What follows belongs to an exercise in optimizing a design on an open flow for small area, a short achievable clock period and few clock cycles per item; a production flow would make more cautious choices. Function was checked by simulation only, so behaviour that the tests miss may differ from the original. The flow treats the clock pin as an ideal source. Dropping or thinning the clock tree relies on that and would not hold on a real chip. Power and IR drop assume default switching activity.

==> inputs of run X <==
==> flow/design.v <==
module fib_good #(
    parameter int INPUT_WIDTH = 6,
    parameter int OUTPUT_WIDTH = 32
) (
    input  logic                    clk,
    input  logic                    rst,
    input  logic                    go,
    input  logic [ INPUT_WIDTH-1:0] n,
    output logic [OUTPUT_WIDTH-1:0] result,
    output logic                    overflow,
    output logic                    done
);
  localparam logic [63:0] COL0 = 64'hdb6db6db6db6db6c;
  localparam logic [63:0] COL1 = 64'h0c30c30c30c30c30;
  localparam logic [63:0] COL2 = 64'h0b40b40b40b40b40;
  localparam logic [63:0] COL3 = 64'hd180aed180aed180;
  localparam logic [63:0] COL4 = 64'hba00a8616d1eba00;
  localparam logic [63:0] COL5 = 64'h176d1deceba5cc00;
  localparam logic [63:0] COL6 = 64'ha2eba65d3173d000;
  localparam logic [63:0] COL7 = 64'haf31733d41426000;
  localparam logic [63:0] COL8 = 64'hc42cf42637828000;
  localparam logic [63:0] COL9 = 64'hb3464345996f0000;
  localparam logic [63:0] COL10 = 64'h1985ef5e17840000;
  localparam logic [63:0] COL11 = 64'hccde5f5379680000;
  localparam logic [63:0] COL12 = 64'hbd0852e2fa300000;
  localparam logic [63:0] COL13 = 64'hcbbde28297400000;
  localparam logic [63:0] COL14 = 64'h0a1082b479800000;
  localparam logic [63:0] COL15 = 64'hd1a0b475fa000000;
  localparam logic [63:0] COL16 = 64'hba1bc32e4c000000;
  localparam logic [63:0] COL17 = 64'h7accb42850000000;
  localparam logic [63:0] COL18 = 64'h4c66759de0000000;
  localparam logic [63:0] COL19 = 64'h8b332e1080000000;
  localparam logic [63:0] COL20 = 64'hd1999ecd00000000;
  localparam logic [63:0] COL21 = 64'h0cccc86600000000;
  localparam logic [63:0] COL22 = 64'h0bd0bde800000000;
  localparam logic [63:0] COL23 = 64'h67d67d3000000000;
  localparam logic [63:0] COL24 = 64'h5fd5fd4000000000;
  localparam logic [63:0] COL25 = 64'h890e4b8000000000;
  localparam logic [63:0] COL26 = 64'h67be8a0000000000;
  localparam logic [63:0] COL27 = 64'he97ebc0000000000;
  localparam logic [63:0] COL28 = 64'h8793100000000000;
  localparam logic [63:0] COL29 = 64'h6979a00000000000;
  localparam logic [63:0] COL30 = 64'h314cc00000000000;
  localparam logic [63:0] COL31 = 64'h9a3d000000000000;
  localparam logic [63:0] COL32 = 64'hfffe000000000000;
  logic busy_r, done_r;
  logic [5:0] n_r;
  logic start;
  logic [32:0] rom;
  logic [32:0] res_r;
  assign start = go & ~busy_r;
  always_ff @(posedge clk or posedge rst) begin
    if (rst) begin
      busy_r <= 1'b0;
      done_r <= 1'b0;
    end else begin
      busy_r <= start;
      done_r <= busy_r | (done_r & ~go);
    end
  end
  always_ff @(posedge clk) begin
    if (start) n_r <= n;
  end
  always_ff @(posedge clk) begin
    res_r <= rom;
  end
  assign rom[0] = COL0[n_r];
  assign rom[1] = COL1[n_r];
  assign rom[2] = COL2[n_r];
  assign rom[3] = COL3[n_r];
  assign rom[4] = COL4[n_r];
  assign rom[5] = COL5[n_r];
  assign rom[6] = COL6[n_r];
  assign rom[7] = COL7[n_r];
  assign rom[8] = COL8[n_r];
  assign rom[9] = COL9[n_r];
  assign rom[10] = COL10[n_r];
  assign rom[11] = COL11[n_r];
  assign rom[12] = COL12[n_r];
  assign rom[13] = COL13[n_r];
  assign rom[14] = COL14[n_r];
  assign rom[15] = COL15[n_r];
  assign rom[16] = COL16[n_r];
  assign rom[17] = COL17[n_r];
  assign rom[18] = COL18[n_r];
  assign rom[19] = COL19[n_r];
  assign rom[20] = COL20[n_r];
  assign rom[21] = COL21[n_r];
  assign rom[22] = COL22[n_r];
  assign rom[23] = COL23[n_r];
  assign rom[24] = COL24[n_r];
  assign rom[25] = COL25[n_r];
  assign rom[26] = COL26[n_r];
  assign rom[27] = COL27[n_r];
  assign rom[28] = COL28[n_r];
  assign rom[29] = COL29[n_r];
  assign rom[30] = COL30[n_r];
  assign rom[31] = COL31[n_r];
  assign rom[32] = COL32[n_r];
  assign done = done_r;
  assign {overflow, result} = res_r;
endmodule
==> flow/flow/run.sh <==
#!/bin/bash
# Own layout flow:
#  1. the standard synthesis (standard.sh synth), unchanged;
#  2. its combinational logic re-mapped by ABC (flow/remap.tcl, flow/remap.abc),
#     every flip-flop kept as synthesized, with its name and cell;
#  3. the standard floorplan and placement, with the delay cells
#     (dlymetal*, dlygate*, clkdlybuf*) added to the don't-use list;
#  4. a clock tree of one level, two clock buffers each driving half the flip-flops (flow/cts1.tcl)
#     in place of the standard clock tree synthesis, then timing repair;
#  5. the standard global and detailed routing and finishing.
# Each tool's output goes to a log file of its own in this folder.
set -euo pipefail
W=$PWD
R=$W/orfs/results/$FLOW_PLATFORM/fib_good/base
P=$FLOW_HOME/platforms/$FLOW_PLATFORM
LIB=$P/lib/sky130_fd_sc_hd__tt_025C_1v80.lib
DU="$(cat $W/flow/dont_use.txt)"

bash standard.sh synth > $W/1_standard_synth.log 2>&1
cp $R/1_2_yosys.v $W/standard_synth.v
IN=$W/standard_synth.v OUT=$R/1_2_yosys.v LIB=$LIB TOP=$FLOW_TOP \
  ABCSCRIPT=$W/flow/remap.abc yosys -c $W/flow/remap.tcl > $W/2_remap.log 2>&1
rm -f $R/1_synth.odb $R/1_synth.sdc

bash standard.sh "DONT_USE_CELLS=$DU" place > $W/3_place.log 2>&1

RESULTS_DIR=$R PLATFORM_DIR=$P LIB_FILE=$LIB DONT_USE="$DU" \
  CLKBUF=sky130_fd_sc_hd__clkbuf_16 NBUF=2 SETUP_SLACK_MARGIN=3.20 \
  openroad -no_init -exit $W/flow/cts1.tcl > $W/4_cts.log 2>&1

bash standard.sh "DONT_USE_CELLS=$DU" finish > $W/5_route_finish.log 2>&1
==> flow/flow/cts1.tcl <==
# Clock tree of one level: the clock port drives NBUF clock buffers, each
# placed at the centre of its cluster of flip-flops and driving their clock
# pins; the clusters come from a k-means split of the flip-flop positions.
# env: RESULTS_DIR, PLATFORM_DIR, LIB_FILE, DONT_USE, CLKBUF, NBUF, SETUP_SLACK_MARGIN
read_db $::env(RESULTS_DIR)/3_place.odb
read_liberty $::env(LIB_FILE)
read_sdc $::env(RESULTS_DIR)/3_place.sdc
source $::env(PLATFORM_DIR)/setRC.tcl
set_dont_use $::env(DONT_USE)

set block [ord::get_db_block]
set clk [$block findNet clk]
set master [[ord::get_db] findMaster $::env(CLKBUF)]
set k $::env(NBUF)

# clock pins and their positions
set pins {}
foreach it [$clk getITerms] {
  set bb [[$it getInst] getBBox]
  lappend pins [list $it [expr {([$bb xMin] + [$bb xMax]) / 2.0}] [expr {([$bb yMin] + [$bb yMax]) / 2.0}]]
}
set pins [lsort -real -index 1 $pins]
set n [llength $pins]
# initial centres: spread along x
set cx {}; set cy {}
for {set j 0} {$j < $k} {incr j} {
  set p [lindex $pins [expr {int(($j + 0.5) * $n / $k)}]]
  lappend cx [lindex $p 1]; lappend cy [lindex $p 2]
}
for {set iter 0} {$iter < 20} {incr iter} {
  set assign {}
  foreach p $pins {
    set best 0; set bd 1e30
    for {set j 0} {$j < $k} {incr j} {
      set d [expr {abs([lindex $p 1] - [lindex $cx $j]) + abs([lindex $p 2] - [lindex $cy $j])}]
      if {$d < $bd} { set bd $d; set best $j }
    }
    lappend assign $best
  }
  set sx [lrepeat $k 0.0]; set sy [lrepeat $k 0.0]; set sc [lrepeat $k 0]
  foreach p $pins a $assign {
    lset sx $a [expr {[lindex $sx $a] + [lindex $p 1]}]
    lset sy $a [expr {[lindex $sy $a] + [lindex $p 2]}]
    lset sc $a [expr {[lindex $sc $a] + 1}]
  }
  for {set j 0} {$j < $k} {incr j} {
    if {[lindex $sc $j] > 0} {
      lset cx $j [expr {[lindex $sx $j] / [lindex $sc $j]}]
      lset cy $j [expr {[lindex $sy $j] / [lindex $sc $j]}]
    }
  }
}
for {set j 0} {$j < $k} {incr j} {
  set buf [odb::dbInst_create $block $master clkbuf_root_$j]
  set net [odb::dbNet_create $block clknet_root_$j]
  $net setSigType CLOCK
  [$buf findITerm A] connect $clk
  [$buf findITerm X] connect $net
  $buf setLocation [expr {int([lindex $cx $j])}] [expr {int([lindex $cy $j])}]
  $buf setPlacementStatus PLACED
  lappend nets $net
}
foreach p $pins a $assign {
  set it [lindex $p 0]
  $it disconnect
  $it connect [lindex $nets $a]
}
puts "clock buffers: $k, pins per buffer: $sc"
detailed_placement
set_propagated_clock [all_clocks]
estimate_parasitics -placement
report_clock_latency
report_worst_slack -max
if {[info exists ::env(SETUP_SLACK_MARGIN)]} {
  repair_timing -setup_margin $::env(SETUP_SLACK_MARGIN) -repair_tns 100 -verbose
  detailed_placement
  estimate_parasitics -placement
}
report_worst_slack -max
report_worst_slack -min
report_checks -group_path_count 5 -format end
report_design_area
check_placement
write_db $::env(RESULTS_DIR)/4_1_cts.odb
write_sdc -no_timestamp $::env(RESULTS_DIR)/4_cts.sdc
==> flow/flow/dont_use.txt <==
sky130_fd_sc_hd__probe_p_8 sky130_fd_sc_hd__probec_p_8 sky130_fd_sc_hd__lpflow_bleeder_1 sky130_fd_sc_hd__lpflow_clkbufkapwr_1 sky130_fd_sc_hd__lpflow_clkbufkapwr_16 sky130_fd_sc_hd__lpflow_clkbufkapwr_2 sky130_fd_sc_hd__lpflow_clkbufkapwr_4 sky130_fd_sc_hd__lpflow_clkbufkapwr_8 sky130_fd_sc_hd__lpflow_clkinvkapwr_1 sky130_fd_sc_hd__lpflow_clkinvkapwr_16 sky130_fd_sc_hd__lpflow_clkinvkapwr_2 sky130_fd_sc_hd__lpflow_clkinvkapwr_4 sky130_fd_sc_hd__lpflow_clkinvkapwr_8 sky130_fd_sc_hd__lpflow_decapkapwr_12 sky130_fd_sc_hd__lpflow_decapkapwr_3 sky130_fd_sc_hd__lpflow_decapkapwr_4 sky130_fd_sc_hd__lpflow_decapkapwr_6 sky130_fd_sc_hd__lpflow_decapkapwr_8 sky130_fd_sc_hd__lpflow_inputiso0n_1 sky130_fd_sc_hd__lpflow_inputiso0p_1 sky130_fd_sc_hd__lpflow_inputiso1n_1 sky130_fd_sc_hd__lpflow_inputiso1p_1 sky130_fd_sc_hd__lpflow_inputisolatch_1 sky130_fd_sc_hd__lpflow_isobufsrc_1 sky130_fd_sc_hd__lpflow_isobufsrc_16 sky130_fd_sc_hd__lpflow_isobufsrc_2 sky130_fd_sc_hd__lpflow_isobufsrc_4 sky130_fd_sc_hd__lpflow_isobufsrc_8 sky130_fd_sc_hd__lpflow_isobufsrckapwr_16 sky130_fd_sc_hd__lpflow_lsbuf_lh_hl_isowell_tap_1 sky130_fd_sc_hd__lpflow_lsbuf_lh_hl_isowell_tap_2 sky130_fd_sc_hd__lpflow_lsbuf_lh_hl_isowell_tap_4 sky130_fd_sc_hd__lpflow_lsbuf_lh_isowell_4 sky130_fd_sc_hd__lpflow_lsbuf_lh_isowell_tap_1 sky130_fd_sc_hd__lpflow_lsbuf_lh_isowell_tap_2 sky130_fd_sc_hd__lpflow_lsbuf_lh_isowell_tap_4 sky130_fd_sc_hd__dlymetal6s2s_1 sky130_fd_sc_hd__dlymetal6s4s_1 sky130_fd_sc_hd__dlymetal6s6s_1 sky130_fd_sc_hd__dlygate4sd1_1 sky130_fd_sc_hd__dlygate4sd2_1 sky130_fd_sc_hd__dlygate4sd3_1 sky130_fd_sc_hd__clkdlybuf4s15_1 sky130_fd_sc_hd__clkdlybuf4s15_2 sky130_fd_sc_hd__clkdlybuf4s18_1 sky130_fd_sc_hd__clkdlybuf4s18_2 sky130_fd_sc_hd__clkdlybuf4s25_1 sky130_fd_sc_hd__clkdlybuf4s25_2 sky130_fd_sc_hd__clkdlybuf4s50_1 sky130_fd_sc_hd__clkdlybuf4s50_2 
==> flow/flow/remap.abc <==
strash
dch
map -a
strash
dch
map -a
strash
dch
map -B 0.9 -D 900
topo
stime -c
buffer -c
upsize -c -D 900
dnsize -c -D 900
stime -c
==> flow/flow/remap.tcl <==
# yosys -c: re-map the combinational logic of a mapped netlist,
# keeping every flip-flop instance (and its name) as it is.
# env: IN, OUT, LIB, TOP, ABCSCRIPT, ABCD (delay target in ps, optional)
yosys read_liberty -ignore_miss_func $::env(LIB)
yosys read_verilog $::env(IN)
yosys hierarchy -top $::env(TOP)
yosys setattr -mod -set keep_hierarchy 1 sky130_fd_sc_hd__df* sky130_fd_sc_hd__edf* sky130_fd_sc_hd__conb*
yosys flatten
yosys opt_clean -purge
set constr [file rootname $::env(OUT)].constr
set f [open $constr w]
puts $f "set_driving_cell sky130_fd_sc_hd__buf_1"
puts $f "set_load 0.005"
close $f
set dargs {}
if {[info exists ::env(ABCD)]} { set dargs [list -D $::env(ABCD)] }
yosys abc -liberty $::env(LIB) -constr $constr -script $::env(ABCSCRIPT) {*}$dargs -dont_use sky130_fd_sc_hd__probe_p_8 -dont_use sky130_fd_sc_hd__probec_p_8 -dont_use sky130_fd_sc_hd__lpflow_* $::env(TOP)
yosys opt_clean -purge
yosys rename -hide w:*.*
yosys tee -o [file rootname $::env(OUT)].stat stat -liberty $::env(LIB)
yosys "select -module $::env(TOP)"
yosys write_verilog -noattr -noexpr -nohex -nodec -selected $::env(OUT)
==> flow/standard.sh <==
#!/bin/bash
# synth_recipe.tcl (not shown) runs the flow's synth.tcl, then flattens the netlist and writes it again
# the make line also repeats each setting of config.mk as NAME=value (left out here)
make -C /OpenROAD-flow-scripts/flow DESIGN_CONFIG=/design/flow/config.mk WORK_HOME=/design/flow/orfs CLKGATE_MAP_FILE= SYNTH_SCRIPT=/design/flow/synth_recipe.tcl "${@:-finish}"
==> flow/config.mk <==
export PLATFORM = sky130hd
export DESIGN_NAME = fib_good
export DESIGN_NICKNAME = fib_good
export VERILOG_FILES = /design/flow/design.v
export SDC_FILE = /design/flow/constraint.sdc
export NUM_CORES = 4
export LEC_CHECK = 0
export ABC_AREA = 1
export CAP_MARGIN = 20
export CORE_MARGIN = 2
export CORE_UTILIZATION = 30
export SETUP_SLACK_MARGIN = 3.2
export SLEW_MARGIN = 20
==> flow/constraint.sdc <==
create_clock -name core_clock -period 5.0 [get_ports {clk}]
set_input_delay 1.0000 -clock core_clock [delete_from_list [all_inputs] [get_ports {clk}]]
set_output_delay 1.0000 -clock core_clock [all_outputs]
set_load 0.01 [all_outputs]
==> inputs of run C, as changes to run X <==
--- a/flow/flow/run.sh
+++ b/flow/flow/run.sh
@@ -26,5 +26,5 @@
 
 RESULTS_DIR=$R PLATFORM_DIR=$P LIB_FILE=$LIB DONT_USE="$DU" \
-  CLKBUF=sky130_fd_sc_hd__clkbuf_16 NBUF=2 SETUP_SLACK_MARGIN=3.20 \
+  CLKBUF=sky130_fd_sc_hd__clkbuf_16 NBUF=2 SETUP_SLACK_MARGIN=3.25 \
   openroad -no_init -exit $W/flow/cts1.tcl > $W/4_cts.log 2>&1
 
--- a/flow/config.mk
+++ b/flow/config.mk
@@ -10,4 +10,4 @@
 export CORE_MARGIN = 2
 export CORE_UTILIZATION = 30
-export SETUP_SLACK_MARGIN = 3.2
+export SETUP_SLACK_MARGIN = 3.1
 export SLEW_MARGIN = 20
==> out/results.txt <==
Final Non-Filler Cells: 524
Status: timing/DRC/antenna clean
DRT Wirelength: 9610 um
CP dominant cell by count: nor2_1
Multi-input logic portion of the cell area: 0.479
Cell Pwr Density: 267 nW/um^2
Post-layout min period: 1.73 ns
-- figures above: run X

==> out/results.txt <==
Status: timing/DRC/antenna clean
CP dominant cell by count: nand3_1
Multi-input logic portion of the cell area: 0.474
Largest delay share family, worst path: simple AND/OR/NAND/NOR gates
Multi-input logic area: 1310 um^2
Data arrival, critical path: 1.84 ns
Post-layout min period: 1.82 ns
DRT Wirelength: 9480 um
Final Non-Filler Cells: 525
-- figures above: run C

Testbench counts of run X, summed over its fixed seeds: cycles 4,800, items 2,400.
Testbench counts of run C, summed over its fixed seeds: cycles 4,800, items 2,400.
In every run of this note, the design's own scripts or RTL, not TritonCTS, make the clock network.

## separate check: timing with driven ports
The results above use ideal ports. As a check the final layouts listed here were re-extracted and re-timed, cells and wires unchanged. Step 1: set_driving_cell puts a clkbuf_16 on clk and a buf_2 on each other input, an assumption about the parent block. Step 2 adds t to the input delays and takes it off the output delays; t is the mean of the earliest and latest rising clock arrival at the registers after step 1. Input paths then give back, and output paths get back, about the clock's delay inside the block. a / b / c = no drivers / after step 1 / after step 2; a / b = the first two.
run	t, ns	setup slack, ns	clock arrival spread, ns	worst register clock-pin slew, ns	worst slew at a driven data input, ns
run X	0.200	3.273 / 3.262 / 3.264	0.020 / 0.020	0.09 / 0.09	0.03
run C	0.201	3.181 / 3.181 / 3.112	0.020 / 0.019	0.09 / 0.09	0.03
After both steps setup and hold are still met in every run listed. For run C, which loses most, drivers alone change the setup slack by 0.000 ns; drivers and shift together by -0.069 ns.
